What follows belongs to an exercise in optimizing a design on an open flow for small area and a short achievable clock period; a production flow would make more cautious choices. At most, simulation tests tie the RTL to the original design; equivalence was not proved. The flow treats the clock pin as an ideal source. Dropping or thinning the clock tree relies on that and would not hold on a real chip. Power is estimated from default activity; no workload was simulated.

the previous run:
Design apb_top, start of the top module:
module apb_top (
 input PCLK,
 input PRESETn,
 input transfer,
 input read_write,
 input  [7:0] write_addr,
 input  [7:0] write_data,
 input  [7:0] read_addr,
 output [7:0] read_data_out
);
==> module apb_master, before the edit <==
module apb_master (
  input PCLK,
  input PRESETn,
  input transfer,
  input read_write,
  input  [7:0] write_addr,
  input  [7:0] write_data,
  input  [7:0] read_addr,
  output [63:0] ins,         
  output [7:0] wdata,        
  output [63:0] lo_n,        
  output reg [7:0] hi,       
  input  [7:0] rdata,
  output reg [7:0] read_data_out
);
  reg st1, st2, st3;         
  reg wr1, wr2, wr3;         
  reg wm;                    
  reg wm4;                   
  reg [15:0] ins_h;          
  reg [3:0]  ins_l_n;        
  reg rd1, rd2;              
  reg [2:0] cnt;             
  reg [7:0] addr;
  reg vis;                   
  reg [7:0] wbyte;
  reg wpol;                  
  reg [7:0] rhold;           
  reg rpol;                  
  reg [7:0] rshadow;
  wire idle  = ~(st1 | st2 | st3);
  wire start = idle & transfer;
  wire [7:0] addr_d  = idle ? (read_write ? write_addr : read_addr) : addr;
  always @(posedge PCLK or negedge PRESETn) begin
    if (!PRESETn) begin
      st1 <= 1'b0; st2 <= 1'b0; st3 <= 1'b0;
      wr1 <= 1'b0; wr2 <= 1'b0; wr3 <= 1'b0;
      wm  <= 1'b0;
      rd1 <= 1'b0; rd2 <= 1'b0;
    end else begin
      st1 <= start;
      st2 <= st1;
      st3 <= st2;
      wr1 <= start & read_write;
      wr2 <= wr1;
      wr3 <= wr2;
      wm  <= ((start & read_write) | wr1 | wr2) & (addr_d[1:0] == ~cnt[1:0]);
      rd1 <= start & ~read_write;
      rd2 <= rd1;
    end
  end
  wire wnow = wm | wm4;
  wire [15:0] ins_h_n = ~({16{wnow}} & ins_h);
  genvar c, g;
  generate
    for (g = 0; g < 64; g = g + 1) begin : g_ins
      assign ins[g] = ~(ins_h_n[g / 4] | ins_l_n[g % 4]);
    end
  endgenerate
  wire [7:0]  raddr_d = idle ? read_addr : addr;
  wire [15:0] lo_dec_n;
  wire        vis_d;
  apb_rdec u_rdec (.a(raddr_d[4:0]), .cnt(cnt[1:0]), .lo_n(lo_dec_n), .vis(vis_d));
  wire [2:0] x_now  = {1'b0, addr[1:0]} + cnt + 3'd7;
  wire [2:0] x_next = {1'b0, addr_d[1:0]} + cnt;
  assign wdata = wbyte ^ {8{wpol}};
  wire [7:0] rbyte = rhold ^ {8{rpol}};
  generate
    for (c = 0; c < 4; c = c + 1) begin : g_lo
      apb_lo_reg u_lo (.PCLK(PCLK), .d(lo_dec_n), .q_n(lo_n[16*c +: 16]));
    end
  endgenerate
  wire take1 = rd1 & vis;    
  wire take2 = rd2 & vis;    
  always @(posedge PCLK) begin
    cnt   <= cnt + 3'd1;
    wm4   <= wr3 & (addr[1:0] == ~cnt[1:0]);
    wpol  <= x_next[2];
    ins_h <= 16'h1 << addr_d[7:4];
    ins_l_n <= ~(4'h1 << addr_d[3:2]);
    addr  <= addr_d;
    if (idle)
      wbyte <= write_data;
    hi    <= 8'h1 << raddr_d[7:5];
    vis   <= vis_d;
    if (take1 | take2) begin
      rhold <= rdata;
      rpol  <= x_now[2];
    end
    rshadow <= rbyte;
    read_data_out <= rd2 ? rshadow : rbyte;
  end
endmodule
==> module apb_slave, before the edit <==
module apb_slave (
  input PCLK,
  input [63:0] ins,
  input [7:0]  wdata,
  input [63:0] lo_n,         
  input [7:0]  hi,
  output [7:0] rdata
);
  reg [2047:0] mem;
  genvar h, b, k, i;
  generate
    for (k = 0; k < 64; k = k + 1) begin : g_ring
      wire [7:0] d0;
      for (b = 0; b < 8; b = b + 1) begin : g_in
        rd_mux2i u_in (.a0(mem[(4*k+3)*8+b]), .a1(wdata[b]), .s(ins[k]), .y(d0[b]));
      end
      always @(posedge PCLK) begin
        mem[(4*k+0)*8 +: 8] <= d0;
        mem[(4*k+1)*8 +: 8] <= mem[(4*k+0)*8 +: 8];
        mem[(4*k+2)*8 +: 8] <= mem[(4*k+1)*8 +: 8];
        mem[(4*k+3)*8 +: 8] <= mem[(4*k+2)*8 +: 8];
      end
    end
    for (b = 0; b < 8; b = b + 1) begin : g_b
      wire [7:0] z;
      for (h = 0; h < 8; h = h + 1) begin : g_grp
        wire [7:0] t;
        wire [3:0] u;
        for (i = 0; i < 8; i = i + 1) begin : g_t
          rd_oai22 u_t (.a1(mem[(4*(8*h+i)+0)*8+b]), .a2(lo_n[16*(h/2)+2*i]),
                        .b1(mem[(4*(8*h+i)+2)*8+b]), .b2(lo_n[16*(h/2)+2*i+1]), .y(t[i]));
        end
        for (i = 0; i < 4; i = i + 1) begin : g_u
          rd_nor2 u_u (.a(t[2*i]), .b(t[2*i+1]), .y(u[i]));
        end
        rd_nand4 u_z (.a(u[0]), .b(u[1]), .c(u[2]), .d(u[3]), .y(z[h]));
      end
      wire [3:0] v;
      for (i = 0; i < 4; i = i + 1) begin : g_v
        rd_aoi22 u_v (.a1(z[2*i]), .a2(hi[2*i]), .b1(z[2*i+1]), .b2(hi[2*i+1]), .y(v[i]));
      end
      rd_and4 u_r (.a(v[0]), .b(v[1]), .c(v[2]), .d(v[3]), .y(rdata[b]));
    end
  endgenerate
endmodule
==> module rd_mux2i, before the edit <==
module rd_mux2i (input a0, input a1, input s, output y);
  assign y = ~(s ? a1 : a0);
endmodule
==> flow/config.mk <==
export PLATFORM = sky130hd
export DESIGN_NAME = apb_top
export DESIGN_NICKNAME = apb_top
export VERILOG_FILES = /design/flow/design.v
export SDC_FILE = /design/flow/constraint.sdc
export NUM_CORES = 8
export LEC_CHECK = 0
export CAP_MARGIN = 40
export CORE_MARGIN = 2
export CORE_UTILIZATION = 60
export PLACE_DENSITY = 0.7
export SETUP_SLACK_MARGIN = 4.6
export SLEW_MARGIN = 40
export SYNTH_HIERARCHICAL = 1
==> flow/constraint.sdc <==
create_clock -name core_clock -period 7.0 [get_ports {PCLK}]
set_input_delay 1.4000 -clock core_clock [delete_from_list [all_inputs] [get_ports {PCLK}]]
set_output_delay 1.4000 -clock core_clock [all_outputs]
set_load 0.01 [all_outputs]
standard.sh (not shown) runs the stock make flow with config.mk's settings and CLKGATE_MAP_FILE= SYNTH_SCRIPT=/design/flow/synth_recipe.tcl, a recipe that flattens the netlist after the stock synthesis.
==> flow/flow/run.sh <==
#!/bin/bash
# The standard layout (standard.sh) with hooks into its steps:
#   flow/downsize.tcl (PRE_FLOORPLAN_TCL) sets logic cells to their
#     smallest size; the floorplan's repair_timing and the later repair
#     steps size up what timing needs.
#   flow/clock_tree.tcl (PRE_CTS_TCL) builds a two-level clock tree in place
#     of TritonCTS.
#   The port buffers are buf_2 cells (BUFFER_PORTS_ARGS).
# The make output goes to standard.log here; ORFS keeps each step's own log
# under orfs/logs/.
set -euo pipefail
export PRE_FLOORPLAN_TCL="$PWD/flow/downsize.tcl"
export PRE_CTS_TCL="$PWD/flow/clock_tree.tcl"
export BUFFER_PORTS_ARGS="-buffer_cell sky130_fd_sc_hd__buf_2"
bash standard.sh > standard.log 2>&1
Other scripts of this flow, unchanged in this note and not shown: flow/flow/clock_tree.tcl, flow/flow/downsize.tcl
Changes in the current run relative to the previous run:
==> flow/design.v, changed modules only <==
module apb_master (
  input PCLK,
  input PRESETn,
  input transfer,
  input read_write,
  input  [7:0] write_addr,
  input  [7:0] write_data,
  input  [7:0] read_addr,
  output [63:0] ins,         
  output reg [7:0] wdata,
  output [63:0] lo_n,        
  output reg [7:0] hi,       
  input  [7:0] rdata,
  output reg [7:0] read_data_out
);
  reg st1, st2, st3;         
  reg wr1, wr2, wr3;         
  reg wm;                    
  reg wm4;                   
  reg [15:0] ins_h;          
  reg [3:0]  ins_l_n;        
  reg rd1, rd2;              
  reg [1:0] cnt;             
  reg [7:0] addr;
  reg vis;                   
  reg [7:0] rhold;
  reg [7:0] rshadow;
  wire idle  = ~(st1 | st2 | st3);
  wire start = idle & transfer;
  wire [7:0] addr_d  = idle ? (read_write ? write_addr : read_addr) : addr;
  always @(posedge PCLK or negedge PRESETn) begin
    if (!PRESETn) begin
      st1 <= 1'b0; st2 <= 1'b0; st3 <= 1'b0;
      wr1 <= 1'b0; wr2 <= 1'b0; wr3 <= 1'b0;
      wm  <= 1'b0;
      rd1 <= 1'b0; rd2 <= 1'b0;
    end else begin
      st1 <= start;
      st2 <= st1;
      st3 <= st2;
      wr1 <= start & read_write;
      wr2 <= wr1;
      wr3 <= wr2;
      wm  <= ((start & read_write) | wr1 | wr2) & (addr_d[1:0] == ~cnt);
      rd1 <= start & ~read_write;
      rd2 <= rd1;
    end
  end
  wire wnow = wm | wm4;
  wire [15:0] ins_h_n = ~({16{wnow}} & ins_h);
  genvar c, g;
  generate
    for (g = 0; g < 64; g = g + 1) begin : g_ins
      assign ins[g] = ~(ins_h_n[g / 4] | ins_l_n[g % 4]);
    end
  endgenerate
  wire [7:0]  raddr_d = idle ? read_addr : addr;
  wire [15:0] lo_dec_n;
  wire        vis_d;
  apb_rdec u_rdec (.a(raddr_d[4:0]), .cnt(cnt), .lo_n(lo_dec_n), .vis(vis_d));
  generate
    for (c = 0; c < 4; c = c + 1) begin : g_lo
      apb_lo_reg u_lo (.PCLK(PCLK), .d(lo_dec_n), .q_n(lo_n[16*c +: 16]));
    end
  endgenerate
  wire take1 = rd1 & vis;    
  wire take2 = rd2 & vis;    
  always @(posedge PCLK) begin
    cnt   <= cnt + 2'd1;
    wm4   <= wr3 & (addr[1:0] == ~cnt);
    ins_h <= 16'h1 << addr_d[7:4];
    ins_l_n <= ~(4'h1 << addr_d[3:2]);
    addr  <= addr_d;
    if (idle)
      wdata <= write_data;
    hi    <= 8'h1 << raddr_d[7:5];
    vis   <= vis_d;
    if (take1 | take2)
      rhold <= rdata;
    rshadow <= rhold;
    read_data_out <= rd2 ? rshadow : rhold;
  end
endmodule
module apb_slave (
  input PCLK,
  input [63:0] ins,
  input [7:0]  wdata,
  input [63:0] lo_n,         
  input [7:0]  hi,
  output [7:0] rdata
);
  reg [2047:0] mem;
  genvar h, b, k, i;
  generate
    for (k = 0; k < 64; k = k + 1) begin : g_ring
      always @(posedge PCLK) begin
        mem[(4*k+0)*8 +: 8] <= ins[k] ? wdata : mem[(4*k+3)*8 +: 8];
        mem[(4*k+1)*8 +: 8] <= mem[(4*k+0)*8 +: 8];
        mem[(4*k+2)*8 +: 8] <= mem[(4*k+1)*8 +: 8];
        mem[(4*k+3)*8 +: 8] <= mem[(4*k+2)*8 +: 8];
      end
    end
    for (b = 0; b < 8; b = b + 1) begin : g_b
      wire [7:0] z;
      for (h = 0; h < 8; h = h + 1) begin : g_grp
        wire [7:0] t;
        wire [3:0] u;
        for (i = 0; i < 8; i = i + 1) begin : g_t
          rd_oai22 u_t (.a1(mem[(4*(8*h+i)+0)*8+b]), .a2(lo_n[16*(h/2)+2*i]),
                        .b1(mem[(4*(8*h+i)+2)*8+b]), .b2(lo_n[16*(h/2)+2*i+1]), .y(t[i]));
        end
        for (i = 0; i < 4; i = i + 1) begin : g_u
          rd_nor2 u_u (.a(t[2*i]), .b(t[2*i+1]), .y(u[i]));
        end
        rd_nand4 u_z (.a(u[0]), .b(u[1]), .c(u[2]), .d(u[3]), .y(z[h]));
      end
      wire [3:0] v;
      for (i = 0; i < 4; i = i + 1) begin : g_v
        rd_aoi22 u_v (.a1(z[2*i]), .a2(hi[2*i]), .b1(z[2*i+1]), .b2(hi[2*i+1]), .y(v[i]));
      end
      rd_and4 u_r (.a(v[0]), .b(v[1]), .c(v[2]), .d(v[3]), .y(rdata[b]));
    end
  endgenerate
endmodule
// module rd_mux2i removed
## What came out
- Final critical-path required period deteriorates in the current run relative to the previous run.
- Comparing the two runs side by side, the current run comes out ahead of the previous run on first-pass GRT wire length.
- | area of placed instances | the previous run vs the current run | ≈ equal |
- In the tables for the current run and the previous run, number of multi-input logic gates reads higher with the previous run.
- The current run gives less post-cts sizing count than the previous run did.
- The current run and the previous run ended up with nearly the same initial core utilization.
The RTL of the current run was laid out without a check of its function. In every run of this note, the design's own scripts or RTL, not TritonCTS, make the clock network.

---

Another version of the RTL of apb_top (not shown whole).
For scale: about 3800 cells after synthesis.
==> module apb_master, before the edit <==
module apb_master (
  input PCLK,
  input PRESETn,
  input transfer,
  input read_write,
  input  [7:0] write_addr,
  input  [7:0] write_data,
  input  [7:0] read_addr,
  output [7:0] ins_h_n,      
  output [7:0] ins_l_n,      
  output reg [7:0] wdata,    
  output [63:0] lo_n,        
  output reg [7:0] hi,       
  input  [7:0] rdata,
  output reg [7:0] read_data_out
);
  reg st1, st2, st3;         
  reg idle;                  
  reg wr1, wr2, wr3;         
  reg wm;                    
  reg wm4;                   
  reg [7:0] mid_n;           
  reg rd1, rd2;              
  reg [2:0] cnt;             
  reg [7:0] addr;
  reg vis;                   
  reg [7:0] rhold;           
  reg rpol;                  
  reg [7:0] rshadow;
  wire start = idle & transfer;
  wire [7:0] addr_d  = idle ? (read_write ? write_addr : read_addr) : addr;
  always @(posedge PCLK or negedge PRESETn) begin
    if (!PRESETn) begin
      st1 <= 1'b0; st2 <= 1'b0; st3 <= 1'b0;
      idle <= 1'b1;
      wr1 <= 1'b0; wr2 <= 1'b0; wr3 <= 1'b0;
      wm  <= 1'b0;
      rd1 <= 1'b0; rd2 <= 1'b0;
    end else begin
      st1 <= start;
      st2 <= st1;
      st3 <= st2;
      idle <= ~(start | st1 | st2);
      wr1 <= start & read_write;
      wr2 <= wr1;
      wr3 <= wr2;
      wm  <= (start & read_write & (write_addr[1:0] == ~cnt[1:0]))
           | ((wr1 | wr2) & (addr[1:0] == ~cnt[1:0]));
      rd1 <= start & ~read_write;
      rd2 <= rd1;
    end
  end
  wire wnow = wm | wm4;
  assign ins_h_n = ~({8{wnow}} & hi);
  assign ins_l_n = mid_n;
  genvar c;
  wire [7:0]  raddr_d = idle ? read_addr : addr;
  wire [15:0] lo_dec_n;
  wire        vis_d;
  apb_rdec u_rdec (.a(raddr_d[4:0]), .cnt(cnt[1:0]), .lo_n(lo_dec_n), .vis(vis_d));
  wire [2:0] x_now  = {1'b0, addr[1:0]} + cnt + 3'd7;
  wire [2:0] x_next = {1'b0, write_addr[1:0]} + cnt;
  wire [7:0] rbyte = rhold ^ {8{rpol}};
  generate
    for (c = 0; c < 4; c = c + 1) begin : g_lo
      apb_lo_reg u_lo (.PCLK(PCLK), .d(lo_dec_n), .q_n(lo_n[16*c +: 16]));
    end
  endgenerate
  wire take1 = rd1 & vis;    
  wire take2 = rd2 & vis;    
  always @(posedge PCLK) begin
    cnt   <= cnt + 3'd1;
    wm4   <= wr3 & (addr[1:0] == ~cnt[1:0]);
    mid_n <= idle ? ~(8'h1 << write_addr[4:2]) : ~(8'h1 << addr[4:2]);
    addr  <= addr_d;
    if (idle)
      wdata <= write_data ^ {8{x_next[2]}};
    hi    <= idle ? (read_write ? 8'h1 << write_addr[7:5] : 8'h1 << read_addr[7:5])
                  : 8'h1 << addr[7:5];
    vis   <= vis_d;
    if (take1 | take2) begin
      rhold <= rdata;
      rpol  <= x_now[2];
    end
    rshadow <= rbyte;
    read_data_out <= rd2 ? rshadow : rbyte;
  end
endmodule
==> module apb_slave, before the edit <==
module apb_slave (
  input PCLK,
  input [7:0]  ins_h_n,
  input [7:0]  ins_l_n,
  input [7:0]  wdata,
  input [63:0] lo_n,         
  input [7:0]  hi,
  output [7:0] rdata
);
  reg [2047:0] mem;
  genvar h, b, k, i;
  generate
    for (k = 0; k < 64; k = k + 1) begin : g_ring
      wire [7:0] d0;
      wire ins, hold;
      rd_nor2 u_ins (.a(ins_h_n[k/8]), .b(ins_l_n[k%8]), .y(ins));
      rd_or2 u_hold (.a(ins_h_n[k/8]), .b(ins_l_n[k%8]), .y(hold));
      for (b = 0; b < 8; b = b + 1) begin : g_in
        rd_aoi22 u_in (.a1(ins), .a2(wdata[b]), .b1(hold), .b2(mem[(4*k+3)*8+b]), .y(d0[b]));
      end
      always @(posedge PCLK) begin
        mem[(4*k+0)*8 +: 8] <= d0;
        mem[(4*k+1)*8 +: 8] <= mem[(4*k+0)*8 +: 8];
        mem[(4*k+2)*8 +: 8] <= mem[(4*k+1)*8 +: 8];
        mem[(4*k+3)*8 +: 8] <= mem[(4*k+2)*8 +: 8];
      end
    end
    for (b = 0; b < 8; b = b + 1) begin : g_b
      wire [7:0] z;
      for (h = 0; h < 8; h = h + 1) begin : g_grp
        wire [7:0] t;
        wire [3:0] u;
        for (i = 0; i < 8; i = i + 1) begin : g_t
          rd_oai22 u_t (.a1(mem[(4*(8*h+i)+0)*8+b]), .a2(lo_n[16*(h/2)+2*i]),
                        .b1(mem[(4*(8*h+i)+2)*8+b]), .b2(lo_n[16*(h/2)+2*i+1]), .y(t[i]));
        end
        for (i = 0; i < 4; i = i + 1) begin : g_u
          rd_nor2 u_u (.a(t[2*i]), .b(t[2*i+1]), .y(u[i]));
        end
        rd_nand4 u_z (.a(u[0]), .b(u[1]), .c(u[2]), .d(u[3]), .y(z[h]));
      end
      wire [3:0] v;
      for (i = 0; i < 4; i = i + 1) begin : g_v
        rd_aoi22 u_v (.a1(z[2*i]), .a2(hi[2*i]), .b1(z[2*i+1]), .b2(hi[2*i+1]), .y(v[i]));
      end
      rd_and4 u_r (.a(v[0]), .b(v[1]), .c(v[2]), .d(v[3]), .y(rdata[b]));
    end
  endgenerate
endmodule
==> module apb_top, before the edit <==
module apb_top (
 input PCLK,
 input PRESETn,
 input transfer,
 input read_write,
 input  [7:0] write_addr,
 input  [7:0] write_data,
 input  [7:0] read_addr,
 output [7:0] read_data_out
);
 wire [7:0]  ins_h_n;
 wire [7:0]  ins_l_n;
 wire [7:0]  wdata;
 wire [63:0] lo_n;
 wire [7:0]  hi;
 wire [7:0]  rdata;
    apb_master master (
     .PCLK(PCLK), .PRESETn(PRESETn), .transfer(transfer), .read_write(read_write),
     .write_addr(write_addr), .write_data(write_data), .read_addr(read_addr),
     .ins_h_n(ins_h_n), .ins_l_n(ins_l_n), .wdata(wdata), .lo_n(lo_n), .hi(hi),
     .rdata(rdata), .read_data_out(read_data_out)
    );
    apb_slave slave (
     .PCLK(PCLK), .ins_h_n(ins_h_n), .ins_l_n(ins_l_n), .wdata(wdata), .lo_n(lo_n), .hi(hi), .rdata(rdata)
    );
endmodule
==> flow/config.mk <==
export PLATFORM = sky130hd
export DESIGN_NAME = apb_top
export DESIGN_NICKNAME = apb_top
export VERILOG_FILES = /design/flow/design.v
export SDC_FILE = /design/flow/constraint.sdc
export NUM_CORES = 8
export LEC_CHECK = 0
export CAP_MARGIN = 40
export CORE_MARGIN = 2
export CORE_UTILIZATION = 60
export PLACE_DENSITY = 0.7
export SETUP_SLACK_MARGIN = 4.6
export SLEW_MARGIN = 70
export SYNTH_HIERARCHICAL = 1
==> flow/constraint.sdc <==
create_clock -name core_clock -period 7.0 [get_ports {PCLK}]
set_input_delay 1.4000 -clock core_clock [delete_from_list [all_inputs] [get_ports {PCLK}]]
set_output_delay 1.4000 -clock core_clock [all_outputs]
set_load 0.01 [all_outputs]
==> flow/flow/run.sh <==
#!/bin/bash
# The standard layout (standard.sh) with hooks into its steps:
#   flow/downsize.tcl (PRE_FLOORPLAN_TCL) sets logic cells to their
#     smallest size; the floorplan's repair_timing and the later repair
#     steps size up what timing needs.
#   flow/place_out.tcl (POST_GLOBAL_PLACE_TCL) puts each output register
#     next to its port buffer.
#   flow/clock_tree.tcl (PRE_CTS_TCL) builds a two-level clock tree in place
#     of TritonCTS.
#   The port buffers are buf_2 cells (BUFFER_PORTS_ARGS).
# The make output goes to standard.log here; ORFS keeps each step's own log
# under orfs/logs/.
set -euo pipefail
export PRE_FLOORPLAN_TCL="$PWD/flow/downsize.tcl"
export PRE_CTS_TCL="$PWD/flow/clock_tree.tcl"
export POST_GLOBAL_PLACE_TCL="$PWD/flow/place_out.tcl"
export BUFFER_PORTS_ARGS="-buffer_cell sky130_fd_sc_hd__buf_2"
bash standard.sh > standard.log 2>&1
Other scripts of this flow, unchanged in this note and not shown: flow/flow/clock_tree.tcl, flow/flow/downsize.tcl, flow/flow/place_out.tcl
The first run produced a clean layout.
Edit:
--- a/flow/design.v
+++ b/flow/design.v
@@ -10,5 +10,5 @@
   output [7:0] ins_l_n,      
   output reg [7:0] wdata,    
-  output [63:0] lo_n,        
+  output [31:0] lo_n,        
   output reg [7:0] hi,       
   input  [7:0] rdata,
@@ -16,5 +16,4 @@
 );
   reg st1, st2, st3;         
-  reg idle;                  
   reg wr1, wr2, wr3;         
   reg wm;                    
@@ -28,4 +27,5 @@
   reg rpol;                  
   reg [7:0] rshadow;
+  wire idle  = ~(st1 | st2 | st3);
   wire start = idle & transfer;
   wire [7:0] addr_d  = idle ? (read_write ? write_addr : read_addr) : addr;
@@ -33,5 +33,4 @@
     if (!PRESETn) begin
       st1 <= 1'b0; st2 <= 1'b0; st3 <= 1'b0;
-      idle <= 1'b1;
       wr1 <= 1'b0; wr2 <= 1'b0; wr3 <= 1'b0;
       wm  <= 1'b0;
@@ -41,10 +40,8 @@
       st2 <= st1;
       st3 <= st2;
-      idle <= ~(start | st1 | st2);
       wr1 <= start & read_write;
       wr2 <= wr1;
       wr3 <= wr2;
-      wm  <= (start & read_write & (write_addr[1:0] == ~cnt[1:0]))
-           | ((wr1 | wr2) & (addr[1:0] == ~cnt[1:0]));
+      wm  <= ((start & read_write) | wr1 | wr2) & (addr_d[1:0] == ~cnt[1:0]);
       rd1 <= start & ~read_write;
       rd2 <= rd1;
@@ -63,5 +60,5 @@
   wire [7:0] rbyte = rhold ^ {8{rpol}};
   generate
-    for (c = 0; c < 4; c = c + 1) begin : g_lo
+    for (c = 0; c < 2; c = c + 1) begin : g_lo
       apb_lo_reg u_lo (.PCLK(PCLK), .d(lo_dec_n), .q_n(lo_n[16*c +: 16]));
     end
@@ -72,10 +69,9 @@
     cnt   <= cnt + 3'd1;
     wm4   <= wr3 & (addr[1:0] == ~cnt[1:0]);
-    mid_n <= idle ? ~(8'h1 << write_addr[4:2]) : ~(8'h1 << addr[4:2]);
+    mid_n <= ~(8'h1 << addr_d[4:2]);
     addr  <= addr_d;
     if (idle)
       wdata <= write_data ^ {8{x_next[2]}};
-    hi    <= idle ? (read_write ? 8'h1 << write_addr[7:5] : 8'h1 << read_addr[7:5])
-                  : 8'h1 << addr[7:5];
+    hi    <= 8'h1 << addr_d[7:5];
     vis   <= vis_d;
     if (take1 | take2) begin
@@ -110,5 +106,5 @@
   input [7:0]  ins_l_n,
   input [7:0]  wdata,
-  input [63:0] lo_n,         
+  input [31:0] lo_n,         
   input [7:0]  hi,
   output [7:0] rdata
@@ -138,6 +134,6 @@
         wire [3:0] u;
         for (i = 0; i < 8; i = i + 1) begin : g_t
-          rd_oai22 u_t (.a1(mem[(4*(8*h+i)+0)*8+b]), .a2(lo_n[16*(h/2)+2*i]),
-                        .b1(mem[(4*(8*h+i)+2)*8+b]), .b2(lo_n[16*(h/2)+2*i+1]), .y(t[i]));
+          rd_oai22 u_t (.a1(mem[(4*(8*h+i)+0)*8+b]), .a2(lo_n[16*(h/4)+2*i]),
+                        .b1(mem[(4*(8*h+i)+2)*8+b]), .b2(lo_n[16*(h/4)+2*i+1]), .y(t[i]));
         end
         for (i = 0; i < 4; i = i + 1) begin : g_u
@@ -185,5 +181,5 @@
  wire [7:0]  ins_l_n;
  wire [7:0]  wdata;
- wire [63:0] lo_n;
+ wire [31:0] lo_n;
  wire [7:0]  hi;
  wire [7:0]  rdata;
=> Routed wire length came out lower by 1.9%; die area came out lower by 1.5%; power came out higher by 7.3%; sequential share of layout area came out lower by 1.6 points; flip-flop and latch count came out lower by 32; cell area is about the same; register-to-register slack got worse by 0.02 ns; worst hold slack improved by 0.0040 ns; global-route usage came out lower by 0.31 points; cell count barely changes; setup slack improved by 0.0054 ns.
No run of this note included a check of the RTL's function; only the layout flow was run. No run of this note takes its clock network from TritonCTS; it comes from the design's own scripts or RTL.

[afterwards: timing with drivers on the ports]
No port has a modelled driver above. Below, the same layouts with a new extraction and two added sets of constraints.
Step 1, drivers: a clkbuf_16 drives PCLK and a buf_2 each remaining input, both assumed.
Step 2 adds t to the input delays and takes it off the output delays; t is the mean of the earliest and latest rising clock arrival at the registers after step 1. Input paths then give back, and output paths get back, about the clock's delay inside the block.
Slacks: ideal / step 1 / step 2; pairs: ideal / step 1.
run | t, ns | setup WS [ns] | worst register clock-pin slew, ns | pins driven straight from the clock port
the previous run | 0.677 | 4.577 / 4.472 / 4.135 | 0.10 / 0.10 | 4
the current run | 0.673 | 4.553 / 4.479 / 4.126 | 0.11 / 0.11 | 4
the first run of note 2 | 0.661 | 4.642 / 4.481 / 4.127 | 0.11 / 0.11 | 4
the second run of note 2 | 0.658 | 4.647 / 4.486 / 4.133 | 0.11 / 0.11 | 4
After both steps every run listed still meets setup and hold. For the first run of note 2, which loses most, drivers alone change the setup slack by -0.161 ns; drivers and shift together by -0.515 ns.
